What follows belongs to an exercise in optimizing a design on an open flow for small area; a production flow would make more cautious choices. RTL that was checked went through simulation tests only; none was proved equivalent to the original. Power is estimated from default activity; no workload was simulated.

Setup of v6:
Design sid_top, start of the top module:
module sid_top(
	output DAC_clk,
	output DAC_le,
	output DAC_dat_1,
	output DAC_dat_2,
	input [5:0] addr,
	input [7:0] bus_in,
	output reg [7:0] bus_out,
	input bus_cyc,
	input bus_we,
	input clk,
	input rst
);
reg [7:0] read_res;
always @(*) begin
	case(addr)
		default: read_res = 8'h00;
		0: read_res = freq_1[7:0];
		1: read_res = freq_1[15:8];
		2: read_res = pw_1[7:0];
		3: read_res = {4'h0, pw_1[11:8]};
		4: read_res = ctrl_1;
		5: read_res = atk_dec_1;
		6: read_res = sus_rel_1;
		7: read_res = freq_2[7:0];
		8: read_res = freq_2[15:8];
		9: read_res = pw_2[7:0];
		10: read_res = {4'h0, pw_2[11:8]};
		11: read_res = ctrl_2;
		12: read_res = atk_dec_2;
		13: read_res = sus_rel_2;
		14: read_res = freq_3[7:0];
		15: read_res = freq_3[15:8];
		16: read_res = pw_3[7:0];
		17: read_res = {4'h0, pw_3[11:8]};
		18: read_res = ctrl_3;
		19: read_res = atk_dec_3;
		20: read_res = sus_rel_3;
		21: read_res = {5'h00, fc[2:0]};
		22: read_res = fc[10:3];
		23: read_res = res_filt;
		24: read_res = mode_vol;
		25: read_res = {6'h20, clk_trg};
		27: read_res = sample_3[11:4];
		28: read_res = ch3_env;
	endcase
end
reg [15:0] freq_1;
reg [11:0] pw_1;
reg [7:0]  ctrl_1;
reg [7:0]  atk_dec_1;
reg [7:0]  sus_rel_1;
reg [15:0] freq_2;
reg [11:0] pw_2;
reg [7:0]  ctrl_2;
reg [7:0]  atk_dec_2;
reg [7:0]  sus_rel_2;
reg [15:0] freq_3;
reg [11:0] pw_3;
  ...
Settings: LEC_CHECK=0, CAP_MARGIN=20, CORE_MARGIN=2, CORE_UTILIZATION=40, CTS_BUF_LIST=sky130_fd_sc_hd__clkbuf_8, CTS_CLUSTER_DIAMETER=60, CTS_CLUSTER_SIZE=18, SLEW_MARGIN=20; clock period 15.0 ns.
run.sh (not shown) runs the stock make flow with config.mk's settings and CLKGATE_MAP_FILE= SYNTH_SCRIPT=/design/flow/synth_recipe.tcl, a recipe that flattens the netlist after the stock synthesis.
v6 completed every stage of the flow, and the final layout passed the timing, DRC and antenna checks.
## Diff of input files: v7 against v6
- CTS_CLUSTER_SIZE now 8, was 18
- CTS_BUF_LIST now sky130_fd_sc_hd__clkbuf_4, was sky130_fd_sc_hd__clkbuf_8
- CTS_CLUSTER_DIAMETER now 40, was 60
==> comparison <==
Any difference in fraction of standard cell area that is sequential between v6 and v7 is small enough to ignore. Summary of v7 over v6: signed area change from the synthesized netlist to the final layout went up, measured slew at the worst slew-check pin saw a decrease, total via count after detailed routing went up by 537, setup slack climbed 0.035 ns, aggregate routed wire length moved up. Comparing v6 against v7, there is no change at all in number of well taps. The fmax on v7 is in line with that on v6. v6 and v7 ended up with roughly the same core utilization. Global-route usage was lower in v6 than in v7.
Function was not checked in any run of this note: the RTL went through the layout flow alone.

* * *

Another version of the RTL of sid_top (not shown whole).
Size: ~6,700 cells after synthesis, roughly 750 flip-flops, about 30 I/O pins, ~0.053 mm^2 of cells after synthesis.
export LEC_CHECK = 0
export CAP_MARGIN = 20
export CORE_MARGIN = 2
export CORE_UTILIZATION = 40
export SLEW_MARGIN = 20
create_clock -name core_clock -period 15.0 [get_ports {clk}]
Rerun with:
CORE_UTILIZATION = 55   (was 40)
CTS_BUF_LIST = sky130_fd_sc_hd__clkbuf_8   (was default)
CTS_CLUSTER_DIAMETER = 50   (was default)
CTS_CLUSTER_SIZE = 12   (was default)
GPL_TIMING_DRIVEN = 0   (was default)
The changed run finished clean.
Design area came out lower by about 1%.
Routed wire length came out higher by 23%.
Maximum frequency came out lower by 16%.
Worst setup slack got worse by 2.3 ns.

* * *

sid_top, a different RTL version from the one above (not shown whole).
Size: about 5,100 cells after synthesis, ~780 flip-flops, ~30 I/O pins, about 48,000 µm² of cells after synthesis.
Settings: LEC_CHECK=0, CAP_MARGIN=20, CORE_MARGIN=2, CORE_UTILIZATION=40, GPL_TIMING_DRIVEN=0, SLEW_MARGIN=20; clock period 15.0 ns.
standard.sh (not shown) runs the stock make flow with config.mk's settings and CLKGATE_MAP_FILE= SYNTH_SCRIPT=/design/flow/synth_recipe.tcl, a recipe that flattens the netlist after the stock synthesis.
==> flow/flow/run.sh <==
#!/bin/bash
set -euo pipefail
export CTS_ARGS="-sink_clustering_enable -repair_clock_nets -dont_use_dummy_load -buf_list sky130_fd_sc_hd__clkbuf_4 -sink_clustering_size 8 -sink_clustering_max_diameter 40"
export PRE_GLOBAL_PLACE_TCL="$PWD/flow/pre_global_place.tcl"
bash standard.sh > standard_flow.log 2>&1
==> flow/flow/pre_global_place.tcl <==
remove_buffers
The starting point finished clean.
Change:
--- a/flow/flow/run.sh
+++ b/flow/flow/run.sh
@@ -1,0 +2,2 @@
+# The standard layout, with clock tree synthesis told not to add dummy loads
+# (cells that only balance the clock tree) and to use small leaf buffers.
@@ -4 +5,0 @@
-export PRE_GLOBAL_PLACE_TCL="$PWD/flow/pre_global_place.tcl"
GPL_TIMING_DRIVEN = default   (was 0)
removed: flow/flow/pre_global_place.tcl
=> Via count rises by 0.96%; synthesized area stays the same; combinational power hardly moves; final area falls by 1.2%; flip-flop and latch count is unchanged; count of clock-buffer cells in the layout rises by 1; cell count is about the same; maximum frequency rises by 1.2%; worst setup slack improves by 0.17 ns.

[afterwards: timing with drivers on the ports]
In the flow no input, the clock included, has a driving cell. The finished layouts below were timed again as built, in two steps.
Step 1 assumes that a clkbuf_16 drives the clock port and a buf_2 every other input.
Step 2 moves the port delays by t, midway between the first and last clock arrival at a register: inputs arrive t later, outputs are due t later. That takes back most of the time a late clock gives input paths.
Slacks: ideal / step 1 / step 2; pairs: ideal / step 1.
| run | t, ns | setup WS [ns] | slew at the worst register clock pin (ns) |
|---|---|---|---|
| v6 | 0.853 | 3.094 / 3.094 / 3.094 | 0.12 / 0.12 |
| v7 | 1.185 | 3.129 / 3.129 / 3.129 | 0.11 / 0.11 |
| the first run of note 2 | 0.754 | 3.148 / 3.148 / 3.148 | 0.07 / 0.07 |
| the second run of note 2 | 0.857 | 0.848 / 0.848 / 0.848 | 0.10 / 0.10 |
| the first run of note 3 | 1.094 | 0.817 / 0.817 / 0.817 | 0.10 / 0.10 |
| the second run of note 3 | 1.116 | 0.990 / 0.990 / 0.990 | 0.10 / 0.10 |
After both steps every run listed still meets setup and hold.
